From an optimization exercise on the open Yosys and OpenROAD flow, aimed at small area; shortcuts taken in it are not production practice.
In this exercise RTL edits were held to simulation tests only and were not proved equivalent to the original.
Power figures rest on the tool's default switching activity, not on a simulated workload. No driver is modelled on the clock port, so clocking that relies on it looks cheaper here than on a real chip.

==> design.v <==
module EQComparator_16bit#(
    parameter WORD_WIDTH = 16
)(
    input logic             [WORD_WIDTH-1:0]    inA,
    input logic             [WORD_WIDTH-1:0]    inB,
    output logic                                out
);
    assign out = (inA == inB);
endmodule
`timescale 1ns / 1ps
module QTU_FMB #(
    parameter MEM_DEPTH = 2048,
    parameter MEM_WIDTH = 8,
    parameter WORD_WIDTH = 16
)(
    input logic                             clk,
    input logic                             nrst,
    input logic                             en,
    input logic                             iAmDestination,
    input logic                             HB_Reset,
    input logic         [WORD_WIDTH-1:0]    fSourceID,
    input logic         [WORD_WIDTH-1:0]    fSourceHops,
    input logic         [WORD_WIDTH-1:0]    fQValue,
    input logic         [WORD_WIDTH-1:0]    fEnergyLeft,
    input logic         [WORD_WIDTH-1:0]    fHopsFromCH,
    input logic         [WORD_WIDTH-1:0]    fChosenCH,
    input logic         [WORD_WIDTH-1:0]    chosenCH,
    input logic         [WORD_WIDTH-1:0]    hopsFromCH,
    input logic         [WORD_WIDTH-1:0]    myQValue,
    output logic        [WORD_WIDTH-1:0]    nodeID,
    output logic        [WORD_WIDTH-1:0]    nodeHops,
    output logic        [WORD_WIDTH-1:0]    nodeEnergy,
    output logic        [WORD_WIDTH-1:0]    nodeQValue,
    output logic        [4:0]               neighborIndex,
    output logic        [WORD_WIDTH-1:0]    chosenHop,
    output logic        [4:0]               neighborCount,
    output logic                            QTUFMB_done
);
    localparam logic [1:0] s_idle    = 2'b00;
    localparam logic [1:0] s_process = 2'b01;
    localparam logic [1:0] s_output  = 2'b10;
    localparam logic [1:0] s_HBreset = 2'b11;
    logic [1:0]            state;
    logic                  clr;
    logic [31:0]           valid;
    logic                  wr;
    logic [WORD_WIDTH-1:0] hopsNeeded;
    logic [WORD_WIDTH-1:0] maxQValue;
    logic [WORD_WIDTH-1:0] bestNeighbor;
    always_ff @(posedge clk or negedge nrst) begin
        if (!nrst) clr <= 1'b1;
        else clr <= 1'b0;
    end
    logic [31:0] hit;
    logic [31:0] we, keep;
    genvar g;
    generate
        for (g = 0; g < 32; g++) begin : cam
            assign we[g]   = wrd & (neighborIndex == 5'(g));
            assign keep[g] = ~(we[g] | clr);
            QTU_cam_entry e (.clk(clk), .we(we[g]), .keep(keep[g]), .d(nodeID), .f(fSourceID), .hit(hit[g]));
        end
    endgenerate
    logic       one;
    logic [4:0] idx, nidx;
    always_comb begin
        for (int k = 0; k < 5; k++) begin
            idx[k]  = 1'b0;
            nidx[k] = 1'b0;
            for (int i = 0; i < 32; i++) begin
                if (i & (1 << k)) idx[k]  = idx[k]  | hit[i];
                else              nidx[k] = nidx[k] | hit[i];
            end
        end
        one = (idx[0] | nidx[0]) & ~|(idx & nidx);
    end
    logic same, newEntry;
    EQComparator_16bit c_same (.inA(fChosenCH), .inB(chosenCH), .out(same));
    assign newEntry = same & (~one | ~valid[neighborIndex]);
    assign wr = (state == s_output) & newEntry;
    logic wrd;
    always_ff @(posedge clk or negedge nrst) begin
        if (!nrst) wrd <= 1'b0;
        else wrd <= wr;
    end
    always_ff @(posedge clk or negedge nrst) begin
        if (!nrst) state <= s_idle;
        else case (state)
            s_idle:    state <= HB_Reset ? s_HBreset : (en ? s_process : s_idle);
            s_process: state <= same ? s_output : s_idle;
            default:   state <= s_idle;
        endcase
    end
    logic hbr;
    assign hbr = (state == s_HBreset);
    always_ff @(posedge clk) begin
        for (int i = 0; i < 32; i++)
            valid[i] <= ~(hbr | clr) & (we[i] | valid[i]);
    end
    always_ff @(posedge clk or negedge nrst) begin
        if (!nrst) neighborCount <= '0;
        else if (hbr) neighborCount <= '0;
        else if (wr) neighborCount <= neighborCount + 5'd1;
    end
    always_ff @(posedge clk or negedge nrst) begin
        if (!nrst) neighborIndex <= '0;
        else if (state == s_process)
            neighborIndex <= newEntry ? neighborCount : (one ? idx : 5'd0);
    end
    logic outEn, outEnN;
    assign outEn  = (state == s_output);
    assign outEnN = ~outEn;
    QTU_ereg #(.RV(16'h0000)) r_nodeID     (.clk(clk), .nrst(nrst), .en(outEn), .enN(outEnN), .d(fSourceID),   .q(nodeID));
    QTU_ereg #(.RV(16'hFFFF)) r_nodeHops   (.clk(clk), .nrst(nrst), .en(outEn), .enN(outEnN), .d(fSourceHops), .q(nodeHops));
    QTU_ereg #(.RV(16'h0000)) r_nodeEnergy (.clk(clk), .nrst(nrst), .en(outEn), .enN(outEnN), .d(fEnergyLeft), .q(nodeEnergy));
    QTU_ereg #(.RV(16'h0000)) r_nodeQValue (.clk(clk), .nrst(nrst), .en(outEn), .enN(outEnN), .d(fQValue),     .q(nodeQValue));
    always_ff @(posedge clk or negedge nrst) begin
        if (!nrst) QTUFMB_done <= 1'b0;
        else QTUFMB_done <= outEn;
    end
    always_ff @(posedge clk)
        hopsNeeded <= HB_Reset ? 16'hFFFF : hopsFromCH - 16'd1;
    logic hopMatch, qGreater, qEqual, idLess, fmb;
    EQComparator_16bit c_hop (.inA(fHopsFromCH), .inB(hopsNeeded), .out(hopMatch));
    EQComparator_16bit c_qeq (.inA(fQValue), .inB(maxQValue), .out(qEqual));
    QTU_gt16 c_qgt (.a(fQValue), .b(maxQValue), .gt(qGreater));
    QTU_gt16 c_idlt (.a(bestNeighbor), .b(fSourceID), .gt(idLess));
    assign fmb      = outEn & iAmDestination;
    logic ldQ, keepQ;
    assign ldQ   = fmb & hopMatch & qGreater;
    assign keepQ = ~(ldQ | hbr | clr);
    QTU_sreg r_maxQ (.clk(clk), .ld(ldQ), .keep(keepQ), .d(fQValue), .q(maxQValue));
    logic hn0, selCH, selF, keepBN;
    assign hn0    = (hopsNeeded == 16'h0000);
    assign selCH  = fmb & hn0;
    assign selF   = fmb & ~hn0 & hopMatch & (qGreater | (qEqual & idLess));
    assign keepBN = ~(selCH | selF | hbr);
    QTU_bnreg r_bestNeighbor (.clk(clk), .nrst(nrst), .set(hbr), .selA(selCH), .selB(selF),
                              .keep(keepBN), .a(chosenCH), .b(fSourceID), .q(bestNeighbor));
    assign chosenHop = bestNeighbor;
endmodule
module QTU_cam_entry (
    input  logic        clk,
    input  logic        we,
    input  logic        keep,
    input  logic [15:0] d,
    input  logic [15:0] f,
    output logic        hit
);
    logic [15:0] id;
    always_ff @(posedge clk)
        id <= ({16{we}} & d) | ({16{keep}} & id);
    EQComparator_16bit c (.inA(f), .inB(id), .out(hit));
endmodule
module QTU_ereg #(
    parameter logic [15:0] RV = 16'h0000
)(
    input  logic        clk,
    input  logic        nrst,
    input  logic        en,
    input  logic        enN,
    input  logic [15:0] d,
    output logic [15:0] q
);
    always_ff @(posedge clk or negedge nrst)
        if (!nrst) q <= RV;
        else       q <= ({16{en}} & d) | ({16{enN}} & q);
endmodule
module QTU_gt16 (
    input  logic [15:0] a,
    input  logic [15:0] b,
    output logic        gt
);
    logic [16:0] c;
    assign c[0] = 1'b0;
    for (genvar i = 0; i < 16; i++) begin : g
        logic bn;
        assign bn = ~b[i];
        assign c[i+1] = (a[i] & bn) | (a[i] & c[i]) | (bn & c[i]);
    end
    assign gt = c[16];
endmodule
module QTU_sreg (
    input  logic        clk,
    input  logic        ld,
    input  logic        keep,
    input  logic [15:0] d,
    output logic [15:0] q
);
    always_ff @(posedge clk)
        q <= ({16{ld}} & d) | ({16{keep}} & q);
endmodule
module QTU_bnreg (
    input  logic        clk,
    input  logic        nrst,
    input  logic        set,
    input  logic        selA,
    input  logic        selB,
    input  logic        keep,
    input  logic [15:0] a,
    input  logic [15:0] b,
    output logic [15:0] q
);
    always_ff @(posedge clk or negedge nrst)
        if (!nrst) q <= 16'hFFFF;
        else       q <= {16{set}} | ({16{selA}} & a) | ({16{selB}} & b) | ({16{keep}} & q);
endmodule
==> flow/run.sh <==
#!/bin/bash
export BUFFER_PORTS_ARGS="-buffer_cell sky130_fd_sc_hd__buf_1"
export PRE_RESIZE_TCL="$(pwd)/flow/downsize.tcl"
export CTS_ARGS="-sink_clustering_enable -repair_clock_nets -sink_clustering_size 30 -sink_clustering_max_diameter 100 -dont_use_dummy_load"
bash standard.sh > standard.log 2>&1
==> flow/downsize.tcl <==
# Before the resizer's repair_design (3_4): swap every combinational cell to
# the smallest cell of its family (same function and pins, e.g. nor4_2 to
# nor4_1); repair_design then fixes any slew or capacitance this breaks.
set db [ord::get_db]
set n 0
foreach inst [[ord::get_db_block] getInsts] {
  set m [$inst getMaster]
  set name [$m getName]
  if {![regexp {^(sky130_fd_sc_hd__[a-z0-9]+)_([0-9]+)$} $name -> base drive]} { continue }
  if {[regexp {__(df|edf|sdf|sedf|dl|tap|fill|decap|conb)} $name]} { continue }
  set best $m
  set barea [expr {[$m getWidth] * [$m getHeight]}]
  foreach d {0 1 2 3 4 6 8 12 16} {
    set c [$db findMaster ${base}_$d]
    if {$c eq "NULL" || $c eq ""} { continue }
    set a [expr {[$c getWidth] * [$c getHeight]}]
    if {$a < $barea} { set best $c; set barea $a }
  }
  if {$best ne $m} {
    $inst swapMaster $best
    incr n
  }
}
puts "downsize.tcl: swapped $n instances to a smaller cell"
==> standard.sh <==
#!/bin/bash
# synth_recipe.tcl (not shown) runs the flow's synth.tcl, then flattens the netlist and writes it again
# the make line also repeats each setting of config.mk as NAME=value (left out here)
make -C /OpenROAD-flow-scripts/flow DESIGN_CONFIG=/design/flow/config.mk WORK_HOME=/design/flow/orfs CLKGATE_MAP_FILE= SYNTH_SCRIPT=/design/flow/synth_recipe.tcl "${@:-finish}"
==> config.mk <==
export PLATFORM = sky130hd
export DESIGN_NAME = QTU_FMB
export DESIGN_NICKNAME = QTU_FMB
export VERILOG_FILES = /design/flow/design.v
export SDC_FILE = /design/flow/constraint.sdc
export NUM_CORES = 4
export LEC_CHECK = 0
export CAP_MARGIN = 10
export CORE_MARGIN = 2
export CORE_UTILIZATION = 40
export SLEW_MARGIN = 10
export SYNTH_HIERARCHICAL = 1
==> constraint.sdc <==
create_clock -name core_clock -period 10.0 [get_ports {clk}]
set_input_delay 2.0000 -clock core_clock [delete_from_list [all_inputs] [get_ports {clk}]]
set_output_delay 2.0000 -clock core_clock [all_outputs]
set_load 0.01 [all_outputs]
==> results of run 1 <==
## flip-flops by register name, summed over array words and instances (netlist names), 2 cells and up
name	cells
r_nodeHops.q	16
r_nodeEnergy.q	16
r_nodeID.q	16
valid	32
r_bestNeighbor.q	16
neighborIndex	5
neighborCount	5
r_maxQ.q	16
hopsNeeded	16
cam.e.id	512
state	2
r_nodeQValue.q	16
## metal layers
layer  wire length (um)  vias up
li1                   -    10022
met2              44200      773
met1              39800    11278
met3               6210      211
met4               3360        0
met5                  0        -
## Yosys stat by module (local to each module, per instance), a selection
module              copies in the design  flops+latches  cell area (um2)
QTU_gt16                               2              0              305
EQComparator_16bit                    35              0              178
QTU_bnreg                              1             16              813
QTU_sreg                               1             16              505
QTU_cam_entry                         32             16              505
QTU_FMB                                1             63             3360
## cell usage after synthesis, drive strengths merged, types with 10 or more instances
cell    count
nor3       20
nand4     148
dfxtp     576
dfstp      33
buf       161
nand2      42
maj3       10
nand2b     30
xnor2     568
nor2b      15
o21a       32
mux2i      21
inv        32
a22oi      24
dfrtp      62
a21oi      27
clkbuf     11
nor2       68
nor4       55
a22o      596
nand3      15
## path summary, 6_finish.rpt
check | startpoint | to | slack [ns] | depth (start not counted)
hold / removal | valid[15]$_DFF_P_ | valid[15]$_DFF_P_ | 0.48 | 1
hold reg to reg | valid[15]$_DFF_P_ | valid[15]$_DFF_P_ | 0.48 | 1
setup / recovery | fSourceID[11] | neighborCount[1]$_DFFE_PN0P_ | 4.24 | 12
max in group asynchronous | nrst | r_bestNeighbor.q[15]$_DFF_PN1_ | 7.30 | 3
min in group asynchronous | nrst | r_nodeID.q[6]$_DFF_PN0_ | 1.41 | 1
setup reg to reg | r_maxQ.q[5]$_DFF_P_ | r_maxQ.q[9]$_DFF_P_ | 6.51 | 11
## worst max-delay path, cell delays in order
cell	delay, ns
clkbuf_2	0.54
buf_2	0.54
buf_12	0.27
xnor2_1	0.14
nand4_1	0.11
nor4_1	0.94
nor4_1	0.25
nand4b_1	0.22
xor2_1	0.26
o2111ai_1	0.21
o211ai_1	0.58
mux2i_1	0.25
## power groups by stage
stage | clock [mW] | combinational (mW) | sequential (mW)
5_1_grt | 1.47 | 1.61 | 3.10
6_report | 1.34 | 1.55 | 3.09
2_1_floorplan | 0 | 0.445 | 3.32
4_1_cts | 1.38 | 1.54 | 3.08
3_3_place_gp | 0 | 1.46 | 3.14
3_5_place_dp | 0 | 1.54 | 3.14
## stage by stage
stage	power, mW	utilization (%)	worst slack [ns]	instance area, um2	hold WS, ns
2_1_floorplan	3.77	-	5.80	30000	0.440
4_1_cts	6.00	42.7	4.36	31800	0.481
3_5_place_dp	4.68	41.8	3.66	31100	0.453
6_report	5.98	42.7	4.24	31800	0.478
5_1_grt	6.18	42.7	4.08	31800	0.490
3_3_place_gp	4.60	41.6	4.21	31000	0.447
## cell families after synthesis
group                      synth area share (%)
AOI/OAI and AO/OA                          20.7
buffers and inverters                      6.53
other                                    0.0125
and+or+nand+nor                            8.49
xor gates and xnor gates                   16.7
adders and majority gates                 0.425
muxes                                     0.700
DFF                                        46.4
## area by class of cell
| cell class | count | area [um2] |
|---|---|---|
| inverter | 34 | 130 |
| fill | 6982 | 42600 |
| timing repair buffer | 343 | 1990 |
| sequential | 671 | 14000 |
| tap | 969 | 1210 |
| clock buffer | 28 | 701 |
| multi-input combinational | 1745 | 13800 |
==> impl_metrics.csv, run 1 <==
group,metric,value,unit
sta,rsz0062_at_grt,"false",
place,hpwlAfterDp,61900,um
setup_path,critPathLaunchType,"input pin",
cells_and_area,fin_nets,2974,
setup_path,cp_max_fo,15,
sta,skew,0.144,ns
drt,routedWlPerCell,24.7,um
global_route,grt_antenna_before_repair,2,
logic_synthesis,ys_seq_area_share,46.4,%
pwr,ir_drop,174,uV
drt,vias,22284,
logic_synthesis,synthCells,2623,
logic_synthesis,synthArstFlopShare,14.2,%
die,io_pins,240,
global_route,grt-ovfl-total,0,
die,placeableCoreArea,74400,um2
global_route,use_met2,39.2,%
global_route,grt_busiest_layer,"met2",
die,row_count,100,
logic_synthesis,mappedNetlistArea,30000,um2
place,io_buffers,223,
pwr,power.net_switching,2.16,mW
sta,fin_crit,5.76,ns
drt,wirelength,93700,um
cells_and_area,synthToLayoutAreaGrowth,5.83,%
setup_path,worstPathRequired,10.58,ns
pwr,pwr-share-seq,51.6,%
clock_network,cts_buffers,28,
global_route,met1_usage,30.8,%
global_route,grt_first_pass_wirelength,139000,um
global_route,grtUsageTotal,23.4,%
flow_run,cap_violations,0,
die,design.die.area,77300,um2
sta,fin_crit_sh,57.6,%
logic_synthesis,ys_seq_elements,671,
logic_synthesis,yosysWarnings,12,
clock_network,insertion_delay,0.67,ns
sta,relSlewSlack,16.9,%
drt,viasPerCell,5.88,
place,gp_congestion,0.884,
sta,hold_viol_final,0,
global_route,use_met3,3.47,%
worst_hold_path,hold_class,"flip-flop to flip-flop",
pwr,p_leak,11.0,nW
cells_and_area,instances_no_fill,3790,
setup_path,cp.arrival,6.34,ns
drt,drcViolationCount,0,
drt,drt_iter0_drc,1872,
pwr,switching_share,36.1,%
die,initial_core_util,40.4,%
sta,setup_tns,0,ns
die,fp.dieH,278,um
cells_and_area,drive_above_1_share,6.10,%
pwr,p_comb_share,26.0,%
cells_and_area,layout_commonest_cell,"a22o_1",
logic_synthesis,synth_top_area_share,38.4,%
drt,drt_first_pass_iters,5,
clock_network,cts_sinks,671,
logic_synthesis,synth_area_leaders,"dfxtp_1 38%, a22o_1 17%, xnor2_1 17%",
die,dieWidth,278,um
pwr,p_int,3.83,mW
run_status,status,"no timing/DRC/antenna violations",
clock_network,clk_path_buf_depth,3,
cells_and_area,n_antenna_cell,0,
drt,antenna_left,0,
clock_network,cts_tree,"built",
logic_synthesis,synth_top_area_cell,"dfxtp_1",
clock_network,root_buffer,"clkbuf_16",
clock_network,clk_pin_slew,0.11,ns
logic_synthesis,synthFlopType,"dfxtp_1",
place,dp.cells,3762,
clock_network,post_cts_buffers,0,
cells_and_area,layout_common_cells,"596 x a22o_1, 576 x dfxtp_1, 568 x xnor2_1, 259 x buf_1, 148 x nand4_1",
sta,worst_pin_slew,1.23,ns
pwr,p_per_area,188,nW/um2
sta,finalSetupViolations,0,
logic_synthesis,synth-edff-count,0,
logic_synthesis,syn_area_per_cell,11.5,um2
setup_path,end_kind,"flip-flop",
sta,slew_viol_final,0,
global_route,grt_max_degree,65,
pwr,pwr-share-clk,22.4,%
sta,fmax,174,MHz
logic_synthesis,synth_cell_types,64,
setup_path,path_class,"input pin to flip-flop",
clock_network,ctsHoldBuffers,0,
clock_network,htreeDepth,1,
clock_network,cts_repair_resize_count,0,
logic_synthesis,synth_nets,2774,
global_route,grt_pass1_vias,22252,
==> run 2: changes to the inputs <==
==> flow/run.sh (replaced) <==
#!/bin/bash
export BUFFER_PORTS_ARGS="-buffer_cell sky130_fd_sc_hd__buf_1"
export PRE_GLOBAL_PLACE_TCL="$(pwd)/flow/nobig.tcl"
export PRE_RESIZE_TCL="$(pwd)/flow/pre_resize.tcl"
export PRE_GLOBAL_ROUTE_TCL="$(pwd)/flow/nobig.tcl"
export CTS_ARGS="-sink_clustering_enable -repair_clock_nets -sink_clustering_size 30 -sink_clustering_max_diameter 100 -dont_use_dummy_load"
bash standard.sh > standard.log 2>&1
==> flow/nobig.tcl (new file) <==
set big {}
foreach m [get_lib_cells {sky130_fd_sc_hd__*_4 sky130_fd_sc_hd__*_6 sky130_fd_sc_hd__*_8 sky130_fd_sc_hd__*_12 sky130_fd_sc_hd__*_16}] {
  set n [get_name $m]
  if {[regexp {clkbuf|clkinv|decap|fill|lpflow|probe} $n]} { continue }
  lappend big $n
}
set_dont_use $big
puts "nobig.tcl: $big"
==> flow/pre_resize.tcl (new file) <==
source [file join [file dirname [info script]] downsize.tcl]
source [file join [file dirname [info script]] nobig.tcl]
==> impl_metrics.csv, run 2 <==
group,metric,value,unit
run_status,status,"no timing/DRC/antenna violations",
sta,relSlewSlack,13.9,%
setup_path,end_kind,"flip-flop",
logic_synthesis,synthFlopType,"dfxtp_1",
pwr,ir_drop,154,uV
pwr,switching_share,36.2,%
sta,fin_crit_sh,62.6,%
sta,hold_viol_final,0,
logic_synthesis,synth-xor-area-share,16.7,%
drt,routedWlPerCell,24.7,um
die,dieWidth,278,um
clock_network,clk_pin_slew,0.11,ns
place,hpwlAfterDp,61200,um
flow_run,cap_violations,0,
cells_and_area,instances_no_fill,3773,
worst_hold_path,hold_class,"flip-flop to flip-flop",
logic_synthesis,synth_area_leaders,"dfxtp_1 38%, a22o_1 17%, xnor2_1 17%",
global_route,grt_pass1_vias,22110,
setup_path,rrSetupSlack,6.41,ns
sta,finalSetupViolations,0,
global_route,grtUsageTotal,23.4,%
pwr,pwr-share-seq,56.2,%
logic_synthesis,mappedNetlistArea,30000,um2
worst_hold_path,worstHoldEndpoint,"valid[0]$_DFF_P_",
pwr,p_leak,10.7,nW
sta,slew_viol_final,0,
clock_network,cts_buffers,28,
clock_network,cts_tree,"built",
sta,skew,0.134,ns
worst_hold_path,hold_depth,1,
pwr,p_per_area,188,nW/um2
logic_synthesis,synthCells,2623,
logic_synthesis,synth_common_cells,"596 x a22o_1, 576 x dfxtp_1, 568 x xnor2_1",
global_route,grt-ovfl-total,0,
clock_network,post_cts_buffers,0,
cells_and_area,largest_register_ffs,512,
drt,drt_first_pass_iters,5,
logic_synthesis,synth_cell_types,64,
die,io_pins,240,
clock_network,root_buffer,"clkbuf_16",
cells_and_area,drive_above_1_share,5.24,%
drt,wl_met3,6040,um
setup_path,worstPathRequired,10.56,ns
die,design.die.area,77300,um2
sta,fin_crit,6.26,ns
setup_path,path_class,"input pin to flip-flop",
logic_synthesis,synth_top_area_share,38.4,%
logic_synthesis,syn_area_per_cell,11.5,um2
die,row_count,100,
clock_network,ctsHoldBuffers,0,
pwr,pwr-share-clk,22.9,%
cells_and_area,reg_top3,"cam.e.id (512), valid (32)",
global_route,grt_antenna_before_repair,2,
die,initial_core_util,40.4,%
global_route,grt_max_degree,65,
clock_network,clk_path_buf_depth,3,
logic_synthesis,synth_nets,2774,
drt,wl_met1,40700,um
drt,drt_iter0_drc,1920,
worst_hold_path,hold_path_startpoint,"valid[0]$_DFF_P_",
logic_synthesis,synth.area.mux_share,0.700,%
global_route,grt_first_pass_wirelength,140000,um
drt,dr_wl_met2,43500,um
logic_synthesis,synthArstFlopShare,14.2,%
drt,routed.top_layer,"met4",
place,dp.cells,3744,
logic_synthesis,synth-edff-count,0,
clock_network,htreeDepth,1,
die,fp.dieH,278,um
logic_synthesis,yosysMostFrequentCell,"a22o_1",
logic_synthesis,synth_top_family_by_area,"compound AO/OA/AOI/OAI gates",
cells_and_area,n_antenna_cell,0,
drt,drcViolationCount,0,
cells_and_area,layout_common_cells,"596 x a22o_1, 576 x dfxtp_1, 568 x xnor2_1, 262 x buf_1, 148 x nand4_1",
setup_path,r2r_start,"cam[1].e.id[4]$_DFF_P_",
cells_and_area,synthToLayoutAreaGrowth,3.47,%
clock_network,cts_sinks,671,
sta,setup_tns,0,ns
sta,fmax,160,MHz
logic_synthesis,ys_seq_area_share,46.4,%
setup_path,critPathLaunchType,"input pin",
drt,viasPerCell,5.88,
die,placeableCoreArea,74400,um2
sta,rsz0062_at_grt,"false",
sta,worst_pin_slew,1.29,ns
place,gp_congestion,0.933,
drt,antenna_left,0,
place,io_buffers,223,
setup_path,r2r-end,"neighborCount[3]$_DFFE_PN0P_",
cells_and_area,n_fill_cell,7144,
logic_synthesis,synthAdderAreaFrac,0.425,%
clock_network,cts_repair_resize_count,0,
cells_and_area,top_register,"cam.e.id",
drt,vias,22193,
setup_path,cp_max_fo,16,
drt,wirelength,93300,um
logic_synthesis,synth_compound_area_share,20.7,%
pwr,power.net_switching,2.12,mW
cells_and_area,layout_commonest_cell,"a22o_1",
clock_network,insertion_delay,0.66,ns
logic_synthesis,synth_top_area_cell,"dfxtp_1",
logic_synthesis,ys_seq_elements,671,
setup_path,rr_worst_depth,9,
setup_path,cp.arrival,6.82,ns
pwr,p_comb_share,20.9,%
logic_synthesis,synth-simple-area-share,8.49,%
pwr,p_int,3.73,mW
cells_and_area,fin_nets,2957,
logic_synthesis,yosysWarnings,12,
run 2: final cells by class:
type	count	area [um2]	share of cell area, %
flip-flops and latches	671	14000	44.9
clock buffers	28	701	2.25
multi-input cells	1745	13800	44.3
well taps	969	1210	3.90
inverters	34	131	0.423
repair buffers	326	1300	4.19
run 2: kinds of logic (layout without fill, tap and decap cells):
logic type | after synthesis | in the layout
multiplexers | 21 | 21
other | 1 | 1
flip-flops | 671 | 671
AO/OA/AOI/OAI | 722 | 722
AND/OR/NAND/NOR | 416 | 416
XOR/XNOR | 573 | 573
adder cells (fa/ha/maj) | 12 | 12
buffers and inverters | 207 | 388
run 2: metal layers:
layer  GRT usage, %  vias to the layer above
li1               -                    10003
met1           31.5                    11283
met2           38.8                      743
met3           3.27                      164
met4           7.03                        0
met5              0                        -
run 2: worst max path at each step:
stage / start / endpoint / slack (ns) / cells past startpoint
2_1_floorplan: fSourceID[5] / neighborCount[0]$_DFFE_PN0P_ / 5.80 / 9
3_3_place_gp: fSourceID[11] / r_bestNeighbor.q[14]$_DFF_PN1_ / 3.64 / 13
3_5_place_dp: fSourceID[14] / neighborCount[3]$_DFFE_PN0P_ / 3.10 / 12
4_1_cts: fSourceID[14] / neighborCount[3]$_DFFE_PN0P_ / 3.78 / 12
5_1_grt: fSourceID[8] / neighborCount[4]$_DFFE_PN0P_ / 3.56 / 11
6_report: fSourceID[14] / neighborCount[3]$_DFFE_PN0P_ / 3.74 / 12
run 2: worst max-delay path, cell delays in order:
cell	delay [ns]
buf_2	0.62
buf_2	0.42
buf_2	0.62
xnor2_1	0.20
nand4_1	0.15
nor4_1	1.04
nor4_1	0.18
nand4b_1	0.20
xor2_1	0.26
o2111ai_1	0.23
o211ai_1	0.59
mux2i_1	0.26
run 2: power by group through the flow:
stage | clock (mW) | combinational [mW] | sequential (mW)
detailed placement | 0 | 1.21 | 3.34
finish | 1.34 | 1.22 | 3.28
floorplan | 0 | 0.445 | 3.32
global route | 1.45 | 1.28 | 3.30
CTS | 1.36 | 1.21 | 3.28
global placement | 0 | 1.21 | 3.33
run 2: Yosys stat by module, one instance, submodules excluded, a selection:
module | area [um2] | times used | flops+latches
QTU_FMB | 3360 | 1 | 63
QTU_bnreg | 813 | 1 | 16
QTU_cam_entry | 505 | 32 | 16
QTU_sreg | 505 | 1 | 16
QTU_gt16 | 305 | 2 | 0
EQComparator_16bit | 178 | 35 | 0
run 2: stage by stage:
stage / hold slack [ns] / setup slack [ns] / area (um2) / utilization [%] / total power, mW
6_report: 0.478 / 3.74 / 31100 / 41.8 / 5.84
5_1_grt: 0.497 / 3.56 / 31100 / 41.8 / 6.03
4_1_cts: 0.475 / 3.78 / 31100 / 41.7 / 5.85
3_5_place_dp: 0.452 / 3.10 / 30400 / 40.8 / 4.55
3_3_place_gp: 0.447 / 3.64 / 30700 / 41.3 / 4.55
2_1_floorplan: 0.440 / 5.80 / 30000 / - / 3.77
==> run 3: changes to the inputs <==
--- a/config.mk
+++ b/config.mk
@@ -8,5 +8,6 @@
 export CAP_MARGIN = 10
 export CORE_MARGIN = 2
-export CORE_UTILIZATION = 40
+export CORE_UTILIZATION = 60
+export PLACE_DENSITY = 0.72
 export SLEW_MARGIN = 10
 export SYNTH_HIERARCHICAL = 1
==> impl_metrics.csv, run 3 <==
group,metric,value,unit
run_status,status,"no timing/DRC/antenna violations",
sta,fin_crit_sh,62.8,%
pwr,power,5.74,mW
global_route,grt_busiest_layer,"met2",
sta,hold_viol_final,0,
setup_path,path_cells,"clkbuf_1 -> buf_1 -> xnor2_1 -> nand4_1 -> nor4_1 -> nor4_1 -> nand4b_1 -> xor2_1 -> o2111ai_1 -> o211ai_1 -> mux2i_1",
drt,drcViolationCount,0,
sta,rsz0062_at_grt,"false",
drt,drt_iter0_drc,2120,
sta,relSlewSlack,10.3,%
setup_path,cp_slowest_stage_delay,0.98,ns
logic_synthesis,yosysWarnings,12,
logic_synthesis,synth-edff-count,0,
global_route,grt_pass1_vias,21770,
global_route,grtUsageTotal,32.3,%
place,hpwlAfterDp,56800,um
setup_path,critPathBufInv,2,
sta,skew,0.0649,ns
clock_network,ctsHoldBuffers,0,
pwr,pwr-share-seq,57.6,%
cells_and_area,layout_common_cells,"596 x a22o_1, 576 x dfxtp_1, 568 x xnor2_1, 254 x buf_1, 148 x nand4_1",
logic_synthesis,yosysMostFrequentCell,"a22o_1",
pwr,p_int,3.69,mW
logic_synthesis,synthArstFlopShare,14.2,%
setup_path,end_kind,"flip-flop",
global_route,grt_max_degree,65,
pwr,p_per_area,187,nW/um2
global_route,grt_first_pass_wirelength,132000,um
logic_synthesis,synth_cell_types,64,
cells_and_area,largest_register_ffs,512,
logic_synthesis,synth_nets,2774,
drt,antenna_left,0,
clock_network,insertion_delay,0.63,ns
sta,finalSetupViolations,0,
sta,fmax,159,MHz
setup_path,path_class,"input pin to flip-flop",
setup_path,cp.arrival,6.78,ns
die,dieWidth,228,um
logic_synthesis,synth_top_area_share,38.4,%
clock_network,cts_buffers,26,
clock_network,cts_tree,"built",
setup_path,slowest_stage,"nor4_1",
clock_network,htreeDepth,1,
drt,drt_first_pass_iters,5,
pwr,p_comb_share,20.3,%
logic_synthesis,synth_common_cells,"596 x a22o_1, 576 x dfxtp_1, 568 x xnor2_1",
clock_network,cts_repair_resize_count,0,
logic_synthesis,syn_area_per_cell,11.5,um2
clock_network,post_cts_buffers,0,
die,initial_core_util,60.4,%
setup_path,crit_top_cell,"nor4_1",
global_route,met1_usage,44.5,%
place,io_buffers,223,
sta,fin_crit,6.28,ns
cells_and_area,fin_nets,2947,
pwr,ir_drop,215,uV
drt,wirelength,86100,um
cells_and_area,drive_above_1_share,5.23,%
cells_and_area,layout_commonest_cell,"a22o_1",
die,placeableCoreArea,49800,um2
pwr,p_leak,10.6,nW
clock_network,clk_path_buf_depth,3,
setup_path,critPathLaunchType,"input pin",
worst_hold_path,hold_class,"flip-flop to flip-flop",
logic_synthesis,synth_top_area_cell,"dfxtp_1",
global_route,grt_antenna_before_repair,0,
setup_path,crit_family,"buffers and inverters",
cells_and_area,reg_top3,"cam.e.id (512), valid (32)",
cells_and_area,n_fill_cell,4194,
sta,worst_pin_slew,1.34,ns
drt,viasPerCell,6.41,
logic_synthesis,synthFlopType,"dfxtp_1",
logic_synthesis,synthCells,2623,
sta,slew_viol_final,0,
cells_and_area,top_register,"cam.e.id",
die,io_pins,240,
place,gp_congestion,0.961,
global_route,use_met3,4.46,%
die,design.die.area,51900,um2
logic_synthesis,ys_seq_area_share,46.4,%
setup_path,worstPathRequired,10.50,ns
clock_network,cts_sinks,671,
cells_and_area,n_antenna_cell,0,
clock_network,clk_pin_slew,0.11,ns
die,row_count,82,
flow_run,cap_violations,0,
sta,setup_tns,0,ns
setup_path,cp_max_fo,13,
pwr,pwr-share-clk,22.1,%
clock_network,root_buffer,"clkbuf_16",
global_route,grt-ovfl-total,0,
pwr,switching_share,35.6,%
logic_synthesis,synth_area_leaders,"dfxtp_1 38%, a22o_1 17%, xnor2_1 17%",
global_route,use_met2,52.5,%
die,fp.dieH,228,um
drt,routedWlPerCell,24.8,um
cells_and_area,synthToLayoutAreaGrowth,2.01,%
logic_synthesis,ys_seq_elements,671,
pwr,power.net_switching,2.04,mW
drt,vias,22209,
logic_synthesis,mappedNetlistArea,30000,um2
## run 3: final cells by class
cell class | instances | area (um2) | area share (%)
sequential | 671 | 14000 | 45.6
timing repair buffer | 318 | 1270 | 4.15
inverter | 34 | 130 | 0.425
clock buffer | 26 | 651 | 2.12
multi-input combinational | 1745 | 13800 | 45.0
tap | 672 | 841 | 2.74
## run 3: routing by layer
layer,vias to the layer above,part of all wire [%]
met5,-,0
met4,0,3.4
met1,11177,43
li1,9962,-
met2,895,46
met3,175,7.7
## run 3: power groups by stage
stage	clock [mW]	sequential (mW)	combinational [mW]
2_1_floorplan	0	3.32	0.445
6_report	1.27	3.30	1.17
3_5_place_dp	0	3.34	1.15
4_1_cts	1.28	3.29	1.15
3_3_place_gp	0	3.34	1.15
5_1_grt	1.37	3.32	1.22
## run 3: worst paths after layout
kind	from	cells after the start	end	slack, ns
worst max-delay path	fSourceID[12]	11	neighborCount[4]$_DFFE_PN0P_	3.72
worst min-delay path	valid[19]$_DFF_P_	1	valid[19]$_DFF_P_	0.48
worst max register to register	state[1]$_DFF_PN0_	11	r_bestNeighbor.q[11]$_DFF_PN1_	6.12
worst min register to register	valid[19]$_DFF_P_	1	valid[19]$_DFF_P_	0.48
max in group asynchronous	nrst	4	r_nodeID.q[13]$_DFF_PN0_	6.34
min in group asynchronous	nrst	1	neighborCount[1]$_DFFE_PN0P_	1.35
## run 3: per-stage QoR
stage                     hold slack, ns  std cells  instance area [um2]  setup WS (ns)  utilization [%]
after floorplan                    0.440       2623                30000           5.80                -
after global placement             0.446       3422                30300           3.85             60.9
after detailed placement           0.454       3438                30000           3.19             60.2
after CTS                          0.480       3464                30600           3.79             61.5
after global routing               0.490       3466                30600           3.61             61.6
final                              0.479       3466                30600           3.72             61.6
## run 3: kinds of logic (layout without fill, tap and decap cells)
| logic type | Yosys count | count (layout) | share of synthesized area, % |
|---|---|---|---|
| xor gates and xnor gates | 573 | 573 | 16.7 |
| adders and majority gates | 12 | 12 | 0.425 |
| muxes | 21 | 21 | 0.700 |
| other | 1 | 1 | 0.0125 |
| buffers and inverters | 207 | 378 | 6.53 |
| AOI/OAI and AO/OA | 722 | 722 | 20.7 |
| DFF | 671 | 671 | 46.4 |
| and+or+nand+nor | 416 | 416 | 8.49 |
## run 3: per-module statistics from Yosys, one instance, submodules excluded, a selection
module              times used  area [um2]  cells
QTU_FMB                      1        3360    394
EQComparator_16bit          35         178     21
QTU_sreg                     1         505     36
QTU_cam_entry               32         505     36
QTU_bnreg                    1         813     72
QTU_gt16                     2         305     45
==> run 4: changes to the inputs <==
==> flow/nobig.tcl (replaced) <==
set big {}
foreach m [get_lib_cells {sky130_fd_sc_hd__*_8 sky130_fd_sc_hd__*_12 sky130_fd_sc_hd__*_16}] {
  set n [get_name $m]
  if {[regexp {clkbuf|clkinv|decap|fill|lpflow|probe} $n]} { continue }
  lappend big $n
}
set_dont_use $big
puts "nobig.tcl: $big"
--- a/config.mk
+++ b/config.mk
@@ -8,6 +8,5 @@
 export CAP_MARGIN = 10
 export CORE_MARGIN = 2
-export CORE_UTILIZATION = 60
-export PLACE_DENSITY = 0.72
+export CORE_UTILIZATION = 40
 export SLEW_MARGIN = 10
 export SYNTH_HIERARCHICAL = 1
==> impl_metrics.csv, run 4 <==
group,metric,value,unit
cells_and_area,layout_common_cells,"596 x a22o_1, 576 x dfxtp_1, 568 x xnor2_1, 244 x buf_1, 148 x nand4_1",
global_route,grtUsageTotal,22.8,%
cells_and_area,top_register,"cam.e.id",
setup_path,rr_worst_depth,10,
sta,slew_viol_final,0,
clock_network,htreeDepth,1,
cells_and_area,synthToLayoutAreaGrowth,4.10,%
place,dpl_worst_slack,3.16,ns
die,io_pins,240,
logic_synthesis,synth-xor-area-share,16.7,%
setup_path,rrSetupSlack,5.93,ns
setup_path,r2r-end,"r_maxQ.q[1]$_DFF_P_",
logic_synthesis,synth_nets,2774,
setup_path,path_class,"input pin to flip-flop",
logic_synthesis,syn_area_per_cell,11.5,um2
clock_network,ctsHoldBuffers,0,
worst_hold_path,hold_class,"flip-flop to flip-flop",
sta,skew,0.131,ns
drt,viasPerCell,5.85,
global_route,grt_first_pass_wirelength,137000,um
sta,fin_crit_sh,59.0,%
drt,wirelength,91200,um
die,design.die.area,77300,um2
logic_synthesis,ys_seq_elements,671,
clock_network,clk_pin_slew,0.11,ns
sta,fmax,169,MHz
global_route,grt-ovfl-total,0,
logic_synthesis,synth_top_family_by_area,"compound AO/OA/AOI/OAI gates",
cells_and_area,final_area,31300,um2
sta,finalSetupViolations,0,
pwr,p_per_area,187,nW/um2
setup_path,cp_slowest_stage_delay,0.96,ns
run_status,status,"no timing/DRC/antenna violations",
drt,drt_first_pass_iters,6,
setup_path,crit_path_start,"fSourceID[0]",
global_route,grt_pass1_vias,22142,
setup_path,crit_end,"neighborCount[3]$_DFFE_PN0P_",
clock_network,cts_tree,"built",
logic_synthesis,synth-edff-count,0,
die,row_count,100,
cells_and_area,n_fill_cell,7026,
setup_path,end_kind,"flip-flop",
die,dieWidth,278,um
clock_network,cts_buffers,29,
setup_path,r2r_start,"state[1]$_DFF_PN0_",
logic_synthesis,ys_seq_area_share,46.4,%
logic_synthesis,synth_top_area_cell,"dfxtp_1",
logic_synthesis,yosysWarnings,12,
logic_synthesis,yosysMostFrequentCell,"a22o_1",
logic_synthesis,synthFlopType,"dfxtp_1",
setup_path,critPathBufInv,2,
logic_synthesis,synth-simple-area-share,8.49,%
sta,fin_crit,5.90,ns
cells_and_area,fin_nets,2953,
drt,drcViolationCount,0,
sta,rsz0062_at_grt,"false",
clock_network,cts_repair_resize_count,0,
sta,setup_tns,0,ns
setup_path,crit_cells,11,
sta,relSlewSlack,18.7,%
logic_synthesis,synthArstFlopShare,14.2,%
logic_synthesis,synthCells,2623,
cells_and_area,layout_commonest_cell,"a22o_1",
die,fp.dieH,278,um
pwr,power,5.86,mW
drt,antenna_left,0,
drt,vias,22061,
logic_synthesis,synthAdderAreaFrac,0.425,%
place,hpwlAfterDp,61900,um
global_route,grt_antenna_before_repair,2,
sta,worst_pin_slew,1.21,ns
clock_network,root_buffer,"clkbuf_16",
logic_synthesis,synth_compound_area_share,20.7,%
setup_path,slowest_stage,"nor4_1",
logic_synthesis,synth_common_cells,"596 x a22o_1, 576 x dfxtp_1, 568 x xnor2_1",
logic_synthesis,synth.area.mux_share,0.700,%
pwr,ir_drop,313,uV
setup_path,crit_family,"simple AND/OR/NAND/NOR gates",
die,initial_core_util,40.4,%
place,io_buffers,223,
setup_path,critPathLaunchType,"input pin",
clock_network,post_cts_buffers,0,
flow_run,cap_violations,0,
clock_network,insertion_delay,0.65,ns
place,gp_congestion,0.907,
cells_and_area,reg_top3,"cam.e.id (512), valid (32)",
cells_and_area,n_antenna_cell,0,
cells_and_area,largest_register_ffs,512,
clock_network,clk_path_buf_depth,3,
global_route,grt_max_degree,49,
setup_path,cp.arrival,6.48,ns
pwr,p_leak,10.8,nW
setup_path,path_cells,"buf_2 -> buf_2 -> xnor2_1 -> nand4_1 -> nor4_1 -> nor4_1 -> nand4b_1 -> xor2_1 -> o2111ai_1 -> o211ai_1 -> mux2i_1",
drt,drt_iter0_drc,1592,
drt,routedWlPerCell,24.2,um
die,placeableCoreArea,74400,um2
clock_network,cts_sinks,671,
setup_path,worstPathRequired,10.58,ns
place,dpl-instance-area,30500,um2
logic_synthesis,synth_top_area_share,38.4,%
cells_and_area,drive_above_1_share,5.86,%
logic_synthesis,mappedNetlistArea,30000,um2
sta,hold_viol_final,0,
setup_path,cp_max_fo,21,
logic_synthesis,synth_cell_types,64,
logic_synthesis,synth_area_leaders,"dfxtp_1 38%, a22o_1 17%, xnor2_1 17%",
sta,setup_slack,4.10,ns
==> run 4: cell count changes in the layout (fill, tap and decap cells not counted), moves of 2 or more <==
cell | before | now
buf_6 | 0 | 22
buf_1 | 254 | 244
clkbuf_2 | 10 | 3
clkbuf_16 | 26 | 29
buf_2 | 52 | 50
clkbuf_1 | 2 | 0
==> run 4: per-module statistics from Yosys (local to each module, per instance), a selection <==
module	area, um2	cells	times used
QTU_FMB	3360	394	1
QTU_sreg	505	36	1
QTU_bnreg	813	72	1
QTU_gt16	305	45	2
EQComparator_16bit	178	21	35
QTU_cam_entry	505	36	32
==> run 4: logic make-up (layout without fill, tap and decap cells) <==
family,after synthesis,in the layout
AOI/OAI and AO/OA,722,722
and+or+nand+nor,416,416
other,1,1
xor gates and xnor gates,573,573
adders and majority gates,12,12
DFF,671,671
buffers and inverters,207,384
muxes,21,21
==> run 4: how the worst min path moves through the flow <==
stage,start,end,slack [ns],cells past startpoint
5_1_grt,valid[2]$_DFF_P_,valid[2]$_DFF_P_,0.49,1
4_1_cts,valid[16]$_DFF_P_,valid[16]$_DFF_P_,0.48,1
3_3_place_gp,valid[5]$_DFF_P_,valid[5]$_DFF_P_,0.45,1
3_5_place_dp,valid[16]$_DFF_P_,valid[16]$_DFF_P_,0.45,1
2_1_floorplan,valid[0]$_DFF_P_,valid[0]$_DFF_P_,0.44,1
6_report,valid[16]$_DFF_P_,valid[16]$_DFF_P_,0.47,1
==> run 4: where the power goes <==
part | switching [mW] | internal (mW) | total (mW)
registers | 0.329 | 2.89 | 3.22
clock network | 0.836 | 0.518 | 1.35
logic | 0.925 | 0.357 | 1.28
total | 2.09 | 3.77 | 5.86
==> run 4: cell type report <==
type,instances,area [um2],area share (%)
tap,969,1210,3.88
sequential,671,14000,44.7
clock buffer,29,726,2.32
timing repair buffer,321,1450,4.64
multi-input combinational,1745,13800,44.1
inverter,34,130,0.416
==> run 4: routing by layer <==
layer	share of wire, %	up-vias	global-route usage [%]
met2	47	639	38.9
met1	43	11295	29.4
met3	5.5	145	3.30
li1	-	9982	-
met4	3.7	0	8.00
met5	0	-	0
==> run 4: metrics by stage <==
step / std cells / util [%] / hold WS (ns)
floorplan: 2623 / - / 0.440
global placement: 3715 / 41.3 / 0.447
detailed placement: 3738 / 41.0 / 0.452
CTS: 3767 / 42.0 / 0.477
global route: 3769 / 42.0 / 0.489
finish: 3769 / 42.0 / 0.473
==> run 5: changes to the inputs <==
==> flow/nobig.tcl (replaced) <==
set big {}
foreach m [get_lib_cells {sky130_fd_sc_hd__*_6 sky130_fd_sc_hd__*_8 sky130_fd_sc_hd__*_12 sky130_fd_sc_hd__*_16}] {
  set n [get_name $m]
  if {[regexp {clkbuf|clkinv|decap|fill|lpflow|probe} $n]} { continue }
  lappend big $n
}
set_dont_use $big
puts "nobig.tcl: $big"
==> impl_metrics.csv, run 5 <==
group,metric,value,unit
global_route,grt_pass1_vias,21949,
sta,fin_crit,5.94,ns
drt,vias,22033,
drt,antenna_left,0,
logic_synthesis,synth-simple-area-share,8.49,%
pwr,p_leak,10.7,nW
global_route,grtUsageTotal,22.7,%
logic_synthesis,mappedNetlistArea,30000,um2
die,initial_core_util,40.4,%
sta,skew,0.161,ns
cells_and_area,top_register,"cam.e.id",
sta,setup_tns,0,ns
drt,wirelength,91000,um
logic_synthesis,synth_common_cells,"596 x a22o_1, 576 x dfxtp_1, 568 x xnor2_1",
sta,setup_slack,4.06,ns
pwr,p_per_area,187,nW/um2
cells_and_area,n_antenna_cell,0,
setup_path,cp.arrival,6.52,ns
logic_synthesis,synth_top_area_cell,"dfxtp_1",
clock_network,post_cts_buffers,0,
pwr,switching_share,35.8,%
clock_network,ctsHoldBuffers,0,
logic_synthesis,synth_compound_area_share,20.7,%
setup_path,path_class,"input pin to flip-flop",
sta,fin_crit_sh,59.4,%
sta,relSlewSlack,11.2,%
die,placeableCoreArea,74400,um2
global_route,grt_max_degree,65,
clock_network,cts_tree,"built",
logic_synthesis,synth_top_family_by_area,"compound AO/OA/AOI/OAI gates",
drt,viasPerCell,5.86,
cells_and_area,largest_register_ffs,512,
drt,drt_first_pass_iters,6,
logic_synthesis,synth-xor-area-share,16.7,%
cells_and_area,layout_commonest_cell,"a22o_1",
run_status,status,"no timing/DRC/antenna violations",
cells_and_area,utilization,41.8,%
logic_synthesis,synth.area.mux_share,0.700,%
sta,hold_viol_final,0,
die,row_count,100,
sta,fmax,168,MHz
logic_synthesis,synth_top_area_share,38.4,%
logic_synthesis,synthAdderAreaFrac,0.425,%
cells_and_area,synthToLayoutAreaGrowth,3.49,%
pwr,ir_drop,196,uV
clock_network,root_buffer,"clkbuf_16",
pwr,power.net_switching,2.08,mW
pwr,p_int,3.73,mW
pwr,pwr-share-clk,23.0,%
logic_synthesis,synthArstFlopShare,14.2,%
place,dpl_worst_slack,3.41,ns
global_route,grt-ovfl-total,0,
flow_run,cap_violations,0,
setup_path,worstPathRequired,10.58,ns
global_route,grt_first_pass_wirelength,137000,um
drt,drcViolationCount,0,
die,dieWidth,278,um
cells_and_area,multi_input_area,13800,um2
setup_path,end_kind,"flip-flop",
clock_network,insertion_delay,0.67,ns
pwr,power,5.82,mW
sta,rsz0062_at_grt,"false",
cells_and_area,reg_top3,"cam.e.id (512), valid (32)",
drt,routedWlPerCell,24.2,um
pwr,pwr-share-seq,56.6,%
clock_network,cts_sinks,671,
die,fp.dieH,278,um
sta,finalSetupViolations,0,
sta,worst_pin_slew,1.33,ns
setup_path,critPathLaunchType,"input pin",
logic_synthesis,synth_area_leaders,"dfxtp_1 38%, a22o_1 17%, xnor2_1 17%",
logic_synthesis,yosysMostFrequentCell,"a22o_1",
die,io_pins,240,
global_route,grt_antenna_before_repair,1,
clock_network,clk_pin_slew,0.11,ns
logic_synthesis,synth_nets,2774,
logic_synthesis,synthCells,2623,
clock_network,cts_buffers,28,
setup_path,cp_max_fo,20,
die,design.die.area,77300,um2
logic_synthesis,yosysWarnings,12,
place,io_buffers,223,
logic_synthesis,synthFlopType,"dfxtp_1",
place,gp_congestion,0.915,
cells_and_area,drive_above_1_share,5.37,%
logic_synthesis,synth_cell_types,64,
pwr,p_comb_share,20.4,%
cells_and_area,layout_common_cells,"596 x a22o_1, 576 x dfxtp_1, 568 x xnor2_1, 248 x buf_1, 148 x nand4_1",
worst_hold_path,hold_class,"flip-flop to flip-flop",
clock_network,clk_path_buf_depth,3,
clock_network,htreeDepth,1,
cells_and_area,ff_latch_area,14000,um2
place,hpwlAfterDp,60600,um
clock_network,cts_repair_resize_count,0,
logic_synthesis,ys_seq_elements,671,
logic_synthesis,synth-edff-count,0,
logic_synthesis,ys_seq_area_share,46.4,%
cells_and_area,n_fill_cell,7073,
cells_and_area,fin_nets,2944,
sta,hold_slack,0.476,ns
sta,slew_viol_final,0,
logic_synthesis,syn_area_per_cell,11.5,um2
drt,drt_iter0_drc,1681,
-- run 5: cell counts after synthesis --
No cell type changed its count.
-- run 5: metrics by stage --
step | std cells | area [um2]
2_1_floorplan | 2623 | 30000
3_3_place_gp | 3714 | 30700
3_5_place_dp | 3732 | 30400
4_1_cts | 3760 | 31100
5_1_grt | 3760 | 31100
6_report | 3760 | 31100
-- run 5: area by class of cell --
| type | instances | share of cell area [%] |
|---|---|---|
| well taps | 969 | 3.90 |
| clock buffers | 28 | 2.25 |
| flip-flops and latches | 671 | 44.9 |
| repair buffers | 313 | 4.18 |
| inverters | 34 | 0.423 |
| multi-input cells | 1745 | 44.3 |
-- run 5: routing by layer --
layer | up-vias | GRT usage [%] | wire (um)
li1 | 9968 | - | -
met1 | 11161 | 29.8 | 39400
met2 | 731 | 38.4 | 43000
met3 | 173 | 3.32 | 5390
met4 | 0 | 7.46 | 3180
met5 | - | 0 | 0
-- run 5: cell families (layout without fill, tap and decap cells) --
kind of cell / after synthesis / after routing
fa+ha+maj: 12 / 12
flops: 671 / 671
other cells: 1 / 1
xor+xnor: 573 / 573
compound gates: 722 / 722
buf+inv: 207 / 375
mux: 21 / 21
simple gates: 416 / 416
-- run 5: per-module statistics from Yosys (local to each module, per instance), a selection --
module              copies in the design  cell area [um2]  cells
QTU_FMB                                1             3360    394
QTU_bnreg                              1              813     72
QTU_cam_entry                         32              505     36
QTU_sreg                               1              505     36
QTU_gt16                               2              305     45
EQComparator_16bit                    35              178     21
-- run 5: power groups by stage --
| stage | registers (mW) | clock network, mW | logic, mW |
|---|---|---|---|
| 6_report | 3.29 | 1.34 | 1.19 |
| 3_3_place_gp | 3.35 | 0 | 1.17 |
| 4_1_cts | 3.28 | 1.37 | 1.18 |
| 5_1_grt | 3.31 | 1.45 | 1.25 |
| 2_1_floorplan | 3.32 | 0 | 0.445 |
| 3_5_place_dp | 3.34 | 0 | 1.18 |
-- run 5: worst paths after layout --
kind	cells past startpoint	to	slack, ns	start
max	11	neighborCount[1]$_DFFE_PN0P_	4.06	fSourceID[5]
min	1	valid[14]$_DFF_P_	0.48	valid[14]$_DFF_P_
max reg2reg	7	r_nodeQValue.q[11]$_DFF_PN0_	6.06	state[1]$_DFF_PN0_
min reg2reg	1	valid[14]$_DFF_P_	0.48	valid[14]$_DFF_P_
max in group asynchronous	3	r_nodeHops.q[10]$_DFF_PN1_	7.03	nrst
min in group asynchronous	1	neighborCount[2]$_DFFE_PN0P_	1.44	nrst
-- run 5: worst max-delay path, cell delays in order --
cell,delay (ns)
buf_2,0.63
buf_2,0.82
xnor2_1,0.20
nand4_1,0.11
nor4_1,1.02
nor4_1,0.23
nand4b_1,0.23
xor2_1,0.25
o2111ai_1,0.21
o211ai_1,0.54
mux2i_1,0.27
==> run 6: changes to the inputs <==
--- a/config.mk
+++ b/config.mk
@@ -8,5 +8,6 @@
 export CAP_MARGIN = 10
 export CORE_MARGIN = 2
-export CORE_UTILIZATION = 40
+export CORE_UTILIZATION = 60
+export PLACE_DENSITY = 0.72
 export SLEW_MARGIN = 10
 export SYNTH_HIERARCHICAL = 1
==> impl_metrics.csv, run 6 <==
group,metric,value,unit
drt,drt_first_pass_iters,5,
drt,drt_iter0_drc,2212,
place,gp_congestion,0.941,
cells_and_area,drive_above_1_share,5.23,%
sta,relSlewSlack,11.2,%
global_route,grt_antenna_before_repair,5,
setup_path,rr_worst_depth,9,
drt,routedWlPerCell,25.2,um
sta,worst_pin_slew,1.33,ns
sta,slew_viol_final,0,
die,fp.dieH,228,um
global_route,grt_pass1_vias,21908,
setup_path,worstPathRequired,10.51,ns
cells_and_area,top_register,"cam.e.id",
worst_hold_path,hold_path_startpoint,"valid[7]$_DFF_P_",
die,design.die.area,51900,um2
sta,setup_tns,0,ns
logic_synthesis,synth_cell_types,64,
setup_path,rrSetupSlack,6.43,ns
clock_network,cts_repair_resize_count,0,
logic_synthesis,mappedNetlistArea,30000,um2
sta,fin_crit_sh,64.4,%
clock_network,root_buffer,"clkbuf_16",
worst_hold_path,hold_class,"flip-flop to flip-flop",
pwr,pwr-share-seq,57.4,%
sta,fin_crit,6.44,ns
sta,finalSetupViolations,0,
cells_and_area,synthToLayoutAreaGrowth,2.08,%
logic_synthesis,yosysMostFrequentCell,"a22o_1",
clock_network,clk_pin_slew,0.11,ns
global_route,grt_first_pass_wirelength,133000,um
die,io_pins,240,
logic_synthesis,synth_top_area_cell,"dfxtp_1",
sta,hold_slack,0.477,ns
setup_path,cp_max_fo,18,
clock_network,ctsHoldBuffers,0,
setup_path,critPathLaunchType,"input pin",
drt,viasPerCell,6.47,
logic_synthesis,synthCells,2623,
sta,hold_viol_final,0,
pwr,ir_drop,160,uV
clock_network,post_cts_buffers,0,
run_status,status,"no timing/DRC/antenna violations",
clock_network,clk_path_buf_depth,3,
setup_path,r2r_start,"cam[26].e.id[6]$_DFF_P_",
drt,wirelength,87100,um
setup_path,path_class,"input pin to flip-flop",
logic_synthesis,synth_common_cells,"596 x a22o_1, 576 x dfxtp_1, 568 x xnor2_1",
drt,antenna_left,0,
logic_synthesis,ys_seq_area_share,46.4,%
setup_path,end_kind,"flip-flop",
place,io_buffers,223,
pwr,pwr-share-clk,22.2,%
logic_synthesis,yosysWarnings,12,
sta,skew,0.0528,ns
clock_network,cts_tree,"built",
logic_synthesis,ys_seq_elements,671,
cells_and_area,n_fill_cell,4109,
cells_and_area,layout_common_cells,"596 x a22o_1, 576 x dfxtp_1, 568 x xnor2_1, 248 x buf_1, 148 x nand4_1",
cells_and_area,utilization,61.6,%
die,row_count,82,
logic_synthesis,synth_area_leaders,"dfxtp_1 38%, a22o_1 17%, xnor2_1 17%",
drt,drcViolationCount,0,
pwr,p_comb_share,20.4,%
setup_path,cp.arrival,6.94,ns
global_route,grtUsageTotal,32.5,%
cells_and_area,reg_top3,"cam.e.id (512), valid (32)",
logic_synthesis,synthArstFlopShare,14.2,%
logic_synthesis,synth_nets,2774,
cells_and_area,layout_commonest_cell,"a22o_1",
clock_network,insertion_delay,0.63,ns
clock_network,cts_buffers,26,
pwr,p_int,3.70,mW
sta,rsz0062_at_grt,"false",
setup_path,r2r-end,"neighborCount[4]$_DFFE_PN0P_",
worst_hold_path,worstHoldEndpoint,"valid[7]$_DFF_P_",
sta,fmax,155,MHz
logic_synthesis,synth_top_area_share,38.4,%
pwr,power.net_switching,2.07,mW
die,dieWidth,228,um
flow_run,cap_violations,0,
die,initial_core_util,60.4,%
pwr,switching_share,35.9,%
logic_synthesis,syn_area_per_cell,11.5,um2
global_route,grt-ovfl-total,0,
pwr,p_per_area,188,nW/um2
drt,vias,22415,
cells_and_area,fin_nets,2943,
cells_and_area,final_area,30700,um2
cells_and_area,largest_register_ffs,512,
place,dpl-instance-area,30000,um2
logic_synthesis,synthFlopType,"dfxtp_1",
pwr,p_leak,10.6,nW
clock_network,htreeDepth,1,
die,placeableCoreArea,49800,um2
clock_network,cts_sinks,671,
worst_hold_path,hold_depth,1,
logic_synthesis,synth-edff-count,0,
global_route,grt_max_degree,65,
place,hpwlAfterDp,56600,um
run 6: cell counts after synthesis:
No cell type changed its count.
run 6: cell families (layout without fill, tap and decap cells):
kind of cell	after synthesis	in the layout	share of synthesized area (%)
AO/OA/AOI/OAI	722	722	20.7
adder cells (fa/ha/maj)	12	12	0.425
XOR/XNOR	573	573	16.7
multiplexers	21	21	0.700
other	1	2	0.0125
flip-flops	671	671	46.4
buffers and inverters	207	374	6.53
AND/OR/NAND/NOR	416	416	8.49
run 6: final cells by class:
type	instances	area (um2)	share of cell area (%)
flip-flops and latches	671	14000	45.5
multi-input cells	1745	13800	44.9
repair buffers	314	1300	4.23
well taps	672	841	2.74
clock buffers	26	651	2.12
inverters	34	130	0.424
diodes	1	2.50	0.00816
run 6: worst max-delay path, stage by stage:
cell and delay (ns):
clkbuf_1 0.85, buf_2 0.49, buf_4 0.51, xnor2_1 0.19
nand4_1 0.11, nor4_1 1.01, nor4_1 0.21, nand4b_1 0.22
xor2_1 0.26, o2111ai_1 0.23, o211ai_1 0.55, mux2i_1 0.26
run 6: worst max path at each step:
stage | from | to | cells past startpoint
after detailed placement | fSourceID[5] | neighborCount[3]$_DFFE_PN0P_ | 12
after CTS | fSourceID[5] | neighborCount[3]$_DFFE_PN0P_ | 12
after floorplan | fSourceID[5] | neighborCount[0]$_DFFE_PN0P_ | 9
after global routing | fSourceID[5] | neighborCount[3]$_DFFE_PN0P_ | 12
final | fSourceID[5] | neighborCount[4]$_DFFE_PN0P_ | 12
after global placement | fSourceID[9] | r_bestNeighbor.q[14]$_DFF_PN1_ | 12
run 6: power groups by stage:
stage	logic (mW)	registers (mW)	clock network, mW
floorplan	0.445	3.32	0
global placement	1.14	3.35	0
CTS	1.15	3.29	1.29
finish	1.18	3.31	1.28
global route	1.23	3.32	1.39
detailed placement	1.15	3.35	0
run 6: Yosys stat by module, one instance, submodules excluded, a selection:
module              area, um2  cells inside
EQComparator_16bit        178            21
QTU_FMB                  3360           394
QTU_bnreg                 813            72
QTU_cam_entry             505            36
QTU_gt16                  305            45
QTU_sreg                  505            36
run 6: per-layer routing:
layer | vias to the layer above | share of wire [%] | track usage, %
met5 | - | 0 | 0
met4 | 0 | 3.8 | 11.6
met3 | 212 | 8.9 | 4.73
met2 | 1073 | 45 | 51.2
met1 | 11170 | 43 | 45.7
li1 | 9960 | - | -
run 6: per-stage QoR:
stage                     setup WS, ns  std cells  total power [mW]
after floorplan                   5.80       2623              3.77
after global placement            3.79       3417              4.49
after detailed placement          3.16       3434              4.50
after CTS                         3.76       3460              5.73
after global routing              3.42       3462              5.93
final                             3.56       3463              5.76
==> run 7: changes to the inputs <==
==> flow/run.sh (replaced) <==
#!/bin/bash
export BUFFER_PORTS_ARGS="-buffer_cell sky130_fd_sc_hd__buf_1"
export PRE_GLOBAL_PLACE_TCL="$(pwd)/flow/nobig.tcl"
export PRE_RESIZE_TCL="$(pwd)/flow/pre_resize.tcl"
export PRE_GLOBAL_ROUTE_TCL="$(pwd)/flow/pre_grt.tcl"
export CTS_ARGS="-sink_clustering_enable -repair_clock_nets -sink_clustering_size 30 -sink_clustering_max_diameter 100 -dont_use_dummy_load"
bash standard.sh > standard.log 2>&1
--- a/flow/downsize.tcl
+++ b/flow/downsize.tcl
@@ -8,5 +8,5 @@
   set name [$m getName]
   if {![regexp {^(sky130_fd_sc_hd__[a-z0-9]+)_([0-9]+)$} $name -> base drive]} { continue }
-  if {[regexp {__(df|edf|sdf|sedf|dl|tap|fill|decap|conb)} $name]} { continue }
+  if {[regexp {__(df|edf|sdf|sedf|dl|tap|fill|decap|conb|clkbuf|clkinv)} $name]} { continue }
   set best $m
   set barea [expr {[$m getWidth] * [$m getHeight]}]
==> flow/nobig.tcl (replaced) <==
set big {}
foreach m [get_lib_cells {sky130_fd_sc_hd__*_4 sky130_fd_sc_hd__*_6 sky130_fd_sc_hd__*_8 sky130_fd_sc_hd__*_12 sky130_fd_sc_hd__*_16}] {
  set n [get_name $m]
  if {[regexp {clkbuf|clkinv|decap|fill|lpflow|probe} $n]} { continue }
  lappend big $n
}
set_dont_use $big
puts "nobig.tcl: $big"
==> flow/pre_grt.tcl (new file) <==
source [file join [file dirname [info script]] downsize.tcl]
source [file join [file dirname [info script]] nobig.tcl]
==> impl_metrics.csv, run 7 <==
group,metric,value,unit
place,gp_congestion,0.961,
setup_path,critPathLaunchType,"input pin",
drt,wirelength,86200,um
drt,drt_first_pass_iters,5,
flow_run,cap_violations,0,
logic_synthesis,ys_seq_elements,671,
sta,finalSetupViolations,0,
logic_synthesis,synth_top_area_share,38.4,%
setup_path,rr_worst_depth,12,
clock_network,post_cts_buffers,0,
logic_synthesis,syn_area_per_cell,11.5,um2
sta,hold_slack,0.478,ns
pwr,p_leak,10.6,nW
sta,fin_crit_sh,63.4,%
setup_path,end_kind,"flip-flop",
place,hpwlAfterDp,56200,um
logic_synthesis,synth-edff-count,0,
setup_path,worstPathRequired,10.52,ns
global_route,grt_first_pass_wirelength,132000,um
die,row_count,82,
cells_and_area,top_register,"cam.e.id",
die,fp.dieH,228,um
logic_synthesis,synth_area_leaders,"dfxtp_1 38%, a22o_1 17%, xnor2_1 17%",
pwr,p_per_area,187,nW/um2
die,io_pins,240,
sta,relSlewSlack,12.8,%
clock_network,clk_pin_slew,0.11,ns
die,dieWidth,228,um
logic_synthesis,ys_seq_area_share,46.4,%
die,design.die.area,51900,um2
logic_synthesis,synth_nets,2774,
logic_synthesis,synthCells,2623,
cells_and_area,n_fill_cell,4169,
global_route,grt-ovfl-total,0,
worst_hold_path,hold_depth,1,
cells_and_area,drive_above_1_share,4.80,%
setup_path,slowest_stage,"nor4_1",
sta,worst_pin_slew,1.30,ns
run_status,status,"no timing/DRC/antenna violations",
clock_network,cts_sinks,671,
logic_synthesis,mappedNetlistArea,30000,um2
logic_synthesis,synthFlopType,"dfxtp_1",
drt,antenna_left,0,
setup_path,path_class,"input pin to flip-flop",
clock_network,cts_tree,"built",
logic_synthesis,synthArstFlopShare,14.2,%
setup_path,cp_slowest_stage_delay,1.02,ns
setup_path,rrSetupSlack,6.22,ns
setup_path,cp_max_fo,18,
sta,fin_crit,6.34,ns
cells_and_area,fin_nets,2945,
clock_network,htreeDepth,1,
clock_network,root_buffer,"clkbuf_16",
die,initial_core_util,60.4,%
clock_network,clk_path_buf_depth,3,
cells_and_area,layout_commonest_cell,"a22o_1",
sta,hold_viol_final,0,
logic_synthesis,yosysWarnings,12,
sta,setup_tns,0,ns
global_route,grt_max_degree,65,
place,io_buffers,223,
drt,drcViolationCount,0,
cells_and_area,synthToLayoutAreaGrowth,2.24,%
drt,drt_iter0_drc,2037,
clock_network,insertion_delay,0.61,ns
logic_synthesis,yosysMostFrequentCell,"a22o_1",
worst_hold_path,hold_class,"flip-flop to flip-flop",
clock_network,cts_buffers,26,
drt,routedWlPerCell,24.9,um
drt,viasPerCell,6.43,
logic_synthesis,synth_top_area_cell,"dfxtp_1",
sta,setup_slack,3.66,ns
logic_synthesis,synth_common_cells,"596 x a22o_1, 576 x dfxtp_1, 568 x xnor2_1",
sta,skew,0.0316,ns
clock_network,ctsHoldBuffers,0,
place,dpl_worst_slack,3.34,ns
setup_path,path_cells,"clkbuf_2 -> buf_1 -> clkbuf_2 -> xnor2_1 -> nand4_1 -> nor4_1 -> nor4_1 -> nand4b_1 -> xor2_1 -> o2111ai_1 -> o211ai_1 -> mux2i_1",
sta,fmax,158,MHz
sta,rsz0062_at_grt,"false",
cells_and_area,largest_register_ffs,512,
drt,vias,22301,
global_route,grt_antenna_before_repair,2,
clock_network,cts_repair_resize_count,0,
global_route,grt_pass1_vias,21763,
setup_path,cp.arrival,6.86,ns
cells_and_area,layout_common_cells,"596 x a22o_1, 576 x dfxtp_1, 568 x xnor2_1, 262 x buf_1, 148 x nand4_1",
sta,slew_viol_final,0,
cells_and_area,reg_top3,"cam.e.id (512), valid (32)",
logic_synthesis,synth_cell_types,64,
global_route,grtUsageTotal,32.3,%
pwr,ir_drop,216,uV
die,placeableCoreArea,49800,um2
-- run 7: cell types whose count changed in the layout (fill, tap and decap cells not counted), moves of 3 or more --
cell       before  now
buf_1         248  262
clkbuf_1        3    0
clkbuf_16      26   30
clkbuf_2        9   46
buf_2          38    0
buf_4          15    0
-- run 7: cell type report --
class	count	area (um2)	area share, %
sequential	671	14000	45.5
antenna	2	5.00	0.0163
clock buffer	26	651	2.12
tap	672	841	2.74
multi-input combinational	1745	13800	44.8
timing repair buffer	316	1360	4.42
inverter	34	130	0.424
-- run 7: worst paths after layout --
kind | endpoint | start
max | neighborCount[1]$_DFFE_PN0P_ | fSourceID[10]
min | valid[4]$_DFF_P_ | valid[4]$_DFF_P_
max reg2reg | r_bestNeighbor.q[10]$_DFF_PN1_ | state[1]$_DFF_PN0_
min reg2reg | valid[4]$_DFF_P_ | valid[4]$_DFF_P_
max in group asynchronous | r_nodeID.q[13]$_DFF_PN0_ | nrst
min in group asynchronous | neighborIndex[0]$_DFFE_PN0N_ | nrst
-- run 7: modules after synthesis, one instance, submodules excluded, excerpt --
module	cell area (um2)	cells inside	flops+latches
EQComparator_16bit	178	21	0
QTU_bnreg	813	72	16
QTU_cam_entry	505	36	16
QTU_gt16	305	45	0
QTU_FMB	3360	394	63
QTU_sreg	505	36	16
-- run 7: cells by family after synthesis --
family | synth area share, %
AO/OA/AOI/OAI | 20.7
XOR/XNOR | 16.7
adder cells (fa/ha/maj) | 0.425
buffers and inverters | 6.53
flip-flops | 46.4
multiplexers | 0.700
other | 0.0125
AND/OR/NAND/NOR | 8.49
-- run 7: per-stage QoR --
step	instances	power (mW)	util [%]	cell area (um2)
finish	3466	5.75	61.7	30700
global route	3464	5.92	61.7	30700
CTS	3457	5.72	61.5	30600
detailed placement	3431	4.49	60.2	29900
global placement	3422	4.49	60.9	30300
floorplan	2623	3.77	-	30000
-- run 7: critical path: cells and delay by family --
kind	cells	cell delay [ns]
AO/OA/AOI/OAI	2	0.78
buffers and inverters	3	1.77
XOR/XNOR	2	0.45
AND/OR/NAND/NOR	4	1.59
multiplexers	1	0.25
-- run 7: layer usage --
metal,share of wire (%),GRT usage [%],vias to the layer above
met2,46,52.2,932
met4,3.0,10.0,0
met3,8.0,3.88,151
met1,43,45.4,11252
li1,-,-,9966
met5,0,0,-
-- run 7: power by group --
part	switching, mW	total (mW)	internal, mW
clock	0.803	1.27	0.470
sequential	0.409	3.30	2.89
combinational	0.837	1.17	0.335
total	2.05	5.75	3.70

re-timing with driven ports:
In the flow no input, the clock included, has a driving cell. The finished layouts below were timed again as built, in two steps. Step 1: set_driving_cell puts a clkbuf_16 on clk and a buf_2 on each other input, an assumption about the parent block. Step 2 adds t to the input delays and takes it off the output delays; t is the mean of the earliest and latest rising clock arrival at the registers after step 1. Input paths then give back, and output paths get back, about the clock's delay inside the block. a / b / c = no drivers / after step 1 / after step 2; a / b = the first two.
| run | t, ns | slack for setup (ns) | worst setup path at the end | pins driven straight from the clock port |
|---|---|---|---|---|
| run 1 | 0.659 | 4.239 / 4.280 / 3.621 | input to register | 1 |
| run 2 | 0.654 | 3.737 / 3.773 / 3.119 | input to register | 1 |
| run 3 | 0.658 | 3.719 / 3.741 / 3.083 | input to register | 1 |
| run 4 | 0.655 | 4.099 / 4.136 / 3.480 | input to register | 1 |
| run 5 | 0.652 | 4.055 / 4.093 / 3.441 | input to register | 1 |
| run 6 | 0.664 | 3.564 / 3.592 / 2.928 | input to register | 1 |
| run 7 | 0.661 | 3.657 / 3.700 / 3.039 | input to register | 1 |
After both steps every run listed still meets setup and hold.
